Background: an optimization exercise with open tools, aiming at small area, a short achievable clock period and few clock cycles. Do not read the settings as production practice.
Only the layout flow was run in this run; the RTL was not checked for function there.
No activity file was given, so power comes from the tool's default toggle rates.

==> flow/design.v <==
`timescale 1ns/10ps
module maze_router (
reset		,
start		,
clk         ,
address     ,
data_in     ,
data_out    ,
cs          ,
we          ,
D);
input        reset;
input        start;
input        clk;
input  [7:0] data_in;
output       cs;
output       we;
output [7:0] data_out;
output [7:0] address;
output       D;
reg       cs, we, D;
reg [7:0] data_out, address;
localparam [1:0] ST_FREE = 2'b00, ST_BLK = 2'b01, ST_R0 = 2'b10;
localparam [3:0] S_IDLE  = 4'd0,
                 S_SCAN  = 4'd1,    
                 S_DRAIN = 4'd2,    
                 S_BFS   = 4'd3,    
                 S_TRACE = 4'd4,    
                 S_CLR   = 4'd5,    
                 S_SRC2  = 4'd6,    
                 S_FIN   = 4'd7,    
                 S_DONE  = 4'd8,
                 S_GO2   = 4'd9;
reg [3:0] state;
reg       net2;
reg [7:0] s1a, t1a, s2a, t2a;       
reg [7:0] cur;                       
reg [2:0] dir;
reg [7:0] wv;                        
reg [3:0] sw;                        
reg       drain;
reg       pS1, pT2;
reg [7:0] a1;
reg       v1;
reg [255:0] st1, st0;
reg  [7:0] dx, dy;                   
reg  [3:0] dz;                       
reg        g1, g0;
reg        bfs_en, clr;
genvar n;
generate
for (n = 0; n < 256; n = n + 1) begin : g_cell
	wire nbr = ((n % 8) != 0 ? st1[(n % 8) != 0 ? n - 1 : n] : 1'b0)
	         | ((n % 8) != 7 ? st1[(n % 8) != 7 ? n + 1 : n] : 1'b0)
	         | (((n / 8) % 8) != 0 ? st1[((n / 8) % 8) != 0 ? n - 8 : n] : 1'b0)
	         | (((n / 8) % 8) != 7 ? st1[((n / 8) % 8) != 7 ? n + 8 : n] : 1'b0)
	         | ((n / 64) != 0 ? st1[(n / 64) != 0 ? n - 64 : n] : 1'b0)
	         | ((n / 64) != 3 ? st1[(n / 64) != 3 ? n + 64 : n] : 1'b0);
	wire sel = dx[n % 8] & dy[(n / 8) % 8] & dz[n / 64];
	wire en  = sel | (clr & st1[n]) | (bfs_en & nbr & ~st1[n] & ~st0[n]);
	always @(posedge clk)
		if (en) begin
			st1[n] <= g1;
			st0[n] <= g0;
		end
end
endgenerate
function [5:0] validdirs;
	input [7:0] c;
	validdirs = {c[7:6] != 2'd3, c[7:6] != 2'd0,
	             c[5:3] != 3'd7, c[5:3] != 3'd0,
	             c[2:0] != 3'd7, c[2:0] != 3'd0};
endfunction
function [2:0] nextdir;
	input [5:0] v;
	input [2:0] d;
	reg [5:0] m;
	begin
		case (d)
			3'd7: m = v;
			3'd0: m = v & 6'b111110;
			3'd1: m = v & 6'b111100;
			3'd2: m = v & 6'b111000;
			3'd3: m = v & 6'b110000;
			3'd4: m = v & 6'b100000;
			default: m = 6'b000000;
		endcase
		nextdir = m[0] ? 3'd0 : m[1] ? 3'd1 : m[2] ? 3'd2 :
		          m[3] ? 3'd3 : m[4] ? 3'd4 : m[5] ? 3'd5 : 3'd6;
	end
endfunction
function [7:0] nb;
	input [7:0] c;
	input [2:0] d;
	case (d)
		3'd0: nb = {c[7:3], c[2:0] - 3'd1};
		3'd1: nb = {c[7:3], c[2:0] + 3'd1};
		3'd2: nb = {c[7:6], c[5:3] - 3'd1, c[2:0]};
		3'd3: nb = {c[7:6], c[5:3] + 3'd1, c[2:0]};
		3'd4: nb = {c[7:6] - 2'd1, c[5:0]};
		default: nb = {c[7:6] + 2'd1, c[5:0]};
	endcase
endfunction
wire [7:0] naddr = (state == S_TRACE) ? nb(cur, dir) : cur;
wire       ls1   = st1[naddr];
wire       ls0   = st0[naddr];
wire       found = ls1 && (ls0 == wv[1]);
wire [2:0] ndir  = nextdir(validdirs(cur), dir);
wire [2:0] fdir  = nextdir(validdirs(naddr), 3'd7);
reg [7:0] swa, swd;
always @* begin
	case (sw[2:0])
		3'd0: begin swa = 8'd128; swd = 8'hFF; end
		3'd1: begin swa = 8'd129; swd = 8'hFF; end
		3'd2: begin swa = 8'd130; swd = 8'hFF; end
		3'd3: begin swa = 8'd131; swd = 8'hFF; end
		3'd4: begin swa = s1a;    swd = 8'h00; end
		3'd5: begin swa = t1a;    swd = 8'h00; end
		3'd6: begin swa = s2a;    swd = 8'h11; end
		default: begin swa = t2a; swd = 8'h11; end
	endcase
end
wire path_wr = (state == S_TRACE) && found;
wire sw_go   = drain && !sw[3] && !path_wr;
reg       nw_en;
reg [7:0] nw_addr;
reg [1:0] nw_val;
reg       n_bfs, n_clr;
always @(posedge clk) begin
	a1 <= address;
	v1 <= (state == S_SCAN);
	nw_en   = 1'b0;
	nw_addr = cur;
	nw_val  = ST_BLK;
	n_bfs   = 1'b0;
	n_clr   = 1'b0;
	if (reset) begin
		state <= S_IDLE;
		D     <= 1'b0;
		cs    <= 1'b0;
		we    <= 1'b0;
		drain <= 1'b0;
		v1    <= 1'b0;
	end else begin
		cs <= 1'b0;
		we <= 1'b0;
		if (v1) begin
			nw_en   = 1'b1;
			nw_addr = a1;
			if (a1[7:2] == 6'b100000)           nw_val = ST_BLK;
			else if (a1 == s1a)                 nw_val = ST_R0;
			else if (a1 == t1a)                 nw_val = ST_FREE;
			else if (a1 == s2a || a1 == t2a)    nw_val = ST_BLK;
			else if (data_in == 8'hEE)          nw_val = ST_FREE;
			else                                nw_val = ST_BLK;
			if (a1 == 8'd128) s1a <= data_in;
			if (a1 == 8'd129) t1a <= data_in;
			if (a1 == 8'd130) s2a <= data_in;
			if (a1 == 8'd131) t2a <= data_in;
		end
		if (sw_go) begin
			cs       <= 1'b1;
			we       <= 1'b1;
			address  <= swa;
			data_out <= swd;
			sw       <= sw + 4'd1;
		end
		case (state)
			S_IDLE: begin
				net2  <= 1'b0;
				drain <= 1'b0;
				sw    <= 4'd0;
				if (start) begin
					state   <= S_SCAN;
					cs      <= 1'b1;
					address <= 8'd128;
				end
			end
			S_SCAN: begin
				cs      <= 1'b1;
				address <= address + 8'd1;
				if (address == 8'd127) begin
					cs    <= 1'b0;
					state <= S_DRAIN;
				end
			end
			S_DRAIN: begin
				drain <= 1'b1;
				if (!v1) begin
					state <= S_BFS;
					n_bfs = 1'b1;
					wv    <= 8'd1;
					cur   <= t1a;
				end
			end
			S_BFS: begin
				wv <= wv + 8'd1;
				if (ls1) begin
					wv  <= wv - 8'd2;      
					dir <= fdir;
					if (!net2) begin
						nw_en   = 1'b1;
						nw_addr = t1a;
						nw_val  = ST_BLK;
						pS1 <= 1'b1;
						pT2 <= 1'b1;
					end
					if (wv == 8'd2) state <= net2 ? S_FIN : S_CLR;
					else            state <= S_TRACE;
				end else if (wv == 8'd255) begin
					state <= S_FIN;
				end else begin
					n_bfs = 1'b1;
				end
			end
			S_TRACE: begin
				if (found) begin
					cs       <= 1'b1;
					we       <= 1'b1;
					address  <= naddr;
					data_out <= net2 ? 8'h11 : 8'h00;
					nw_en    = 1'b1;
					nw_addr  = naddr;
					nw_val   = ST_BLK;
					cur      <= naddr;
					dir      <= fdir;
					wv       <= wv - 8'd1;
					if (wv == 8'd1) state <= net2 ? S_FIN : S_CLR;
				end else begin
					if (pS1) begin
						nw_en   = 1'b1;
						nw_addr = s1a;
						nw_val  = ST_BLK;
						pS1 <= 1'b0;
					end else if (pT2) begin
						nw_en   = 1'b1;
						nw_addr = t2a;
						nw_val  = ST_FREE;
						pT2 <= 1'b0;
					end
					dir <= ndir;
					if (ndir == 3'd6) state <= S_FIN;
				end
			end
			S_CLR: begin
				if (pS1) begin
					nw_en   = 1'b1;
					nw_addr = s1a;
					nw_val  = ST_BLK;
					pS1 <= 1'b0;
				end else if (pT2) begin
					nw_en   = 1'b1;
					nw_addr = t2a;
					nw_val  = ST_FREE;
					pT2 <= 1'b0;
				end else begin
					n_clr = 1'b1;
					state <= S_SRC2;
				end
			end
			S_SRC2: begin
				nw_en   = 1'b1;
				nw_addr = s2a;
				nw_val  = ST_R0;
				net2  <= 1'b1;
				cur   <= t2a;
				wv    <= 8'd1;
				state <= S_GO2;
			end
			S_GO2: begin
				n_bfs = 1'b1;
				state <= S_BFS;
			end
			S_FIN: begin
				if (sw[3]) begin
					D     <= 1'b1;
					state <= S_DONE;
				end
			end
			S_DONE: begin
				D <= 1'b1;
			end
			default: state <= S_IDLE;
		endcase
	end
	bfs_en <= n_bfs;
	clr    <= n_clr;
	dx     <= 8'd1 << nw_addr[2:0];
	dy     <= 8'd1 << nw_addr[5:3];
	dz     <= nw_en ? (4'd1 << nw_addr[7:6]) : 4'd0;
	if (n_bfs)      {g1, g0} <= {1'b1, n_clr ? 1'b0 : (state == S_BFS ? wv[1] ^ wv[0] : 1'b0)};
	else if (n_clr) {g1, g0} <= ST_FREE;
	else            {g1, g0} <= nw_val;
end
endmodule
==> flow/run.sh <==
#!/bin/bash
# synth_recipe.tcl (not shown) runs the flow's synth.tcl, then flattens the netlist and writes it again
# the make line also repeats each setting of config.mk as NAME=value (left out here)
make -C /OpenROAD-flow-scripts/flow DESIGN_CONFIG=/design/flow/config.mk WORK_HOME=/design/flow/orfs CLKGATE_MAP_FILE= SYNTH_SCRIPT=/design/flow/synth_recipe.tcl finish
==> flow/config.mk <==
export PLATFORM = sky130hd
export DESIGN_NAME = maze_router
export DESIGN_NICKNAME = maze_router
export VERILOG_FILES = /design/flow/design.v
export SDC_FILE = /design/flow/constraint.sdc
export NUM_CORES = 4
export LEC_CHECK = 0
export CAP_MARGIN = 20
export CORE_MARGIN = 2
export CORE_UTILIZATION = 40
export PLACE_DENSITY = 0.6
export SLEW_MARGIN = 20
==> flow/constraint.sdc <==
create_clock -name core_clock -period 6.5 [get_ports {clk}]
set_input_delay 1.3000 -clock core_clock [delete_from_list [all_inputs] [get_ports {clk}]]
set_output_delay 1.3000 -clock core_clock [all_outputs]
set_load 0.01 [all_outputs]
==> key figures <==
Routing
  – Overall via count from detail_route: 36600
  – Post-route antenna net violation count: 0
  – Drt pass-1 iters: 9
  – Routed Wire Length: 168000 um
  – Mean routed wirelength per cell: approximately 34 um
  – DRC violations left: 0
  – Number of vias per cell: ~7.4
  – Number of DRC markers in iteration 0: ~6600

Synth
  – Netlist Area Pre-Place: slightly below 40000 sq um
  – Per-instance average area after synthesis: roughly 10 sq um
  – Proportion of synthesized flip-flops having asynchronous set or reset: 0
  – Main flop type after synthesis: edfxtp_1
  – Largest cells by area after synthesis: edfxtp_1 45%, nor4_1 4.8%, mux2i_1 4.5%
  – Post-synthesis instance total: 3834
  – Post-synth top area share: 0.454
  – Dominant cell type by area after synthesis: edfxtp_1
  – Portion of the post-synthesis area used by sequential elements: 0.476
  – Number of storage elements in the synthesis netlist: ~630
  – Post-synth EDFFs: ~600
  – Synth warnings: 1
  – Distinct cell type count after synthesis: 93
  – Post-Synthesis Net Count: roughly 3900

Worst setup path
  – Dominant cell type by count on the critical path: buf_4
  – Critical path depth: 15
  – Stage delay of the slowest cell on the critical path: 1020 ps
  – Reg-to-reg setup timing slack: 90 ps
  – Count of buffering cells on the critical path with inverters included: 3
  – Crit end category: flop
  – Capture instance of the worst register-to-register path: dy[3]
  – Maximum fanout encountered on the critical timing path: 15
  – Crit path to: dy[3]
  – Cell chain of the critical path: clkinv_1, fa_4, or3_1, a2bb2oi_2, buf_4, a221oi_1, o41a_1, o22ai_1, a22o_1, a211oi_1, or4_4, mux2i_1, a2111oi_0, buf_4, nor4_1
  – Arrival time of the worst setup path: around 6900 ps
  – CP Data Required Time: 7020 ps
  – Origin of the worst setup path: cur[0]
  – Kind of launch point of the worst setup path: flop
  – Top cell family by delay on the critical path: compound AO/OA/AOI/OAI gates
  – Depth of the worst register-to-register path: 15
  – CP max-delay cell: fa_4
  – Worst Setup Path Type: reg2reg
  – Crit Reg-Reg Startpoint: cur[0]

STA
  – Final Worst Setup Slack: between 90 and 100 ps
  – Max Clock Freq: roughly 160 MHz
  – Transition time of the tightest slew-check pin: 1220 ps
  – Fin. Hold Viols: 0
  – Ratio of final minimum period to clock period: 0.986
  – Total of endpoints with negative setup slack in the final report: 0
  – Unrepaired setup endpoints after global routing: false
  – Sum Neg Setup Slack: 0 ps
  – Final critical delay including setup and external delays: around 6400 ps
  – Final max-slew violation count: 0
  – Slew Limit Headroom: 0.188
  – Worst clock skew: just under 40 ps

Clock tree
  – Root buffer cell: clkbuf_16
  – Number of clock sinks seen by CTS: about 630
  – Cells resized by post-CTS repair: 0
  – TritonCTS clock tree: yes
  – CTS HTree Levels: 3
  – Clk latency of the worst-skew pair: between 600 and 700 ps
  – CTS Hold Buffers Added: 0
  – Post-CTS clock slew at the launch and capture registers of the worst setup and hold paths: 60 ps
  – Number of buffers inserted by post-CTS setup repair: 0
  – Clock Path Buffers: 3
  – CTS buffer count: 75

Die
  – I/O pin count: 30
  – Floorplan row count: 114
  – Die Y-Extent: approximately 320 um
  – Initial core utilization: 0.402
  – Total die area: 99300 sq um
  – Chip width: 315 um
  – Total core area: approximately 96000 sq um

Final layout
  – Number of non-filler instances in the completed layout: about 5000
  – Post-layout net count: about 3700
  – Synthesis-to-finish area growth: 9.91%
  – Most frequent standard cell in the layout excluding fill and tap cells: edfxtp_1
  – Most frequent cells in the layout: 586 x edfxtp_1, 303 x nand2_1, 296 x nor4_1, 229 x nor2_1, 205 x o21ai_0
  – Share of layout cells above drive strength 1: 0.113
  – Final-layout fill cell count: between 9000 and 10000

Global routing
  – Vias in the first global route: 33600
  – Grt total ovfl: 0
  – Aggregate global-route resource usage: 0.329
  – Number of antenna violations at the first check in global routing: 3
  – Global-route wire length before repair: roughly 240000 um
  – Maximum number of pins on one net before global-route repair: 172

Place
  – Gpl congestion: around 1.1
  – Total instance count after detailed placement: ~4800
  – Number of port buffers: 29
  – Minimum setup slack after placement: 516 ps
  – Dpl hpwl: about 110000 um

Run
  – Number of maximum-capacitance violations: 0

Pwr
  – Total Power: 15.8 mW
  – Maximum ir drop on the vdd rail: approximately 0.25 mV
  – Leakage dissipation: 13.6 nW
  – Power per cell area: ~370 nW/um^2

Run status
  – Status: finished clean

Min path
  – Type of the most critical hold path: reg2reg
-- tightest hold or removal path: cells and delay by family, from the launching register on --
family / cells / cell delay (ps)
AND/OR/NAND/NOR: 1 / 70
multiplexers: 1 / 70
flip-flops: 1 / 350
-- area by class of cell --
cell class / count / area (sq um) / area share
diodes: 3 / 7.51 / 0.000176
multi-input cells: 2735 / 18500 / 0.436
flip-flops and latches: 627 / 18400 / 0.433
clock buffers: 89 / 1980 / 0.0466
well taps: 1276 / 1600 / 0.0375
repair buffers: 164 / 1400 / 0.0330
clock inverters: 43 / 478 / 0.0112
inverters: 27 / 109 / 0.00256
-- flip-flops by register name (all words and copies together), names as in the netlist, 8 cells and up --
signal	cells
t2a	8
dy	8
wv	8
s1a	8
dx	8
cur	8
st0	256
st1	256
s2a	8
t1a	8
address	8
data_out	8
a1	8
-- Yosys cell counts (all sizes together) (41+ instances only) --
library cell,number
edfxtp,586
o211ai,59
a32oi,109
nand2,307
buf,102
a2111oi,56
a211o,60
nor2,234
dfxtp,41
mux2i,174
o21ai,211
nor4,298
a211oi,51
nor3,88
nand3,185
a221oi,46
mux2,47
or2,42
a221o,66
a21oi,182
clkbuf,343
-- through the flow --
stage               instance area [sq um]  utilization  hold WS (ps)
floorplan                           38700            -           476
global placement                    40100        0.416           509
detailed placement                  40100        0.416           509
CTS                                 42600        0.442           526
global route                        42600        0.442           555
finish                              42600        0.442           522
-- cells by family after synthesis --
group / count (synthesis) / share of synthesized area
flops: 627 / 0.476
fa+ha+maj: 15 / 0.00523
simple gates: 1274 / 0.165
buf+inv: 472 / 0.0484
mux: 254 / 0.0778
xor+xnor: 54 / 0.0124
compound gates: 1138 / 0.216
-- how the worst min path moves through the flow --
stage,from,end,slack [ps],depth (start not counted)
detailed placement,drain,drain,510,2
floorplan,drain,drain,480,2
finish,drain,drain,520,2
global route,address[1],a1[1],550,0
global placement,drain,drain,510,2
CTS,drain,drain,530,2
-- routing by layer --
metal	wire length, um	GRT usage	up-vias
met2	70600	0.471	3007
met1	65900	0.457	18000
li1	-	-	15000
met4	9210	0.154	2
met3	22700	0.0952	557
met5	13	0	-
-- power by group --
part	total, mW	leakage (nW)	internal (mW)	switching (mW)
clock network	4.35	1.18	2.57	1.79
logic	5.56	6.81	1.73	3.83
registers	5.91	5.62	5.17	0.741
total	15.8	13.6	9.46	6.36

[port drivers added, routing unchanged]
The flow's constraints put no driver on any port. The routed layout listed below was extracted and timed again, unchanged, in two steps. Step 1 assumes that a clkbuf_16 drives the clock port and a buf_2 every other input. Step 2 also shifts input and output timing later by t, the mid clock arrival at the registers, as if the neighbouring blocks saw the same clock. Slacks: ideal / step 1 / step 2; pairs: ideal / step 1.
shift t [ns]: 0.724
setup slack, ns: 0.093 / 0.093 / 0.093
worst setup path after step 2: register to register
After both steps setup and hold are still met in this run. The setup slack of this run moves by 0.000 ns with the drivers and by 0.000 ns with both steps.
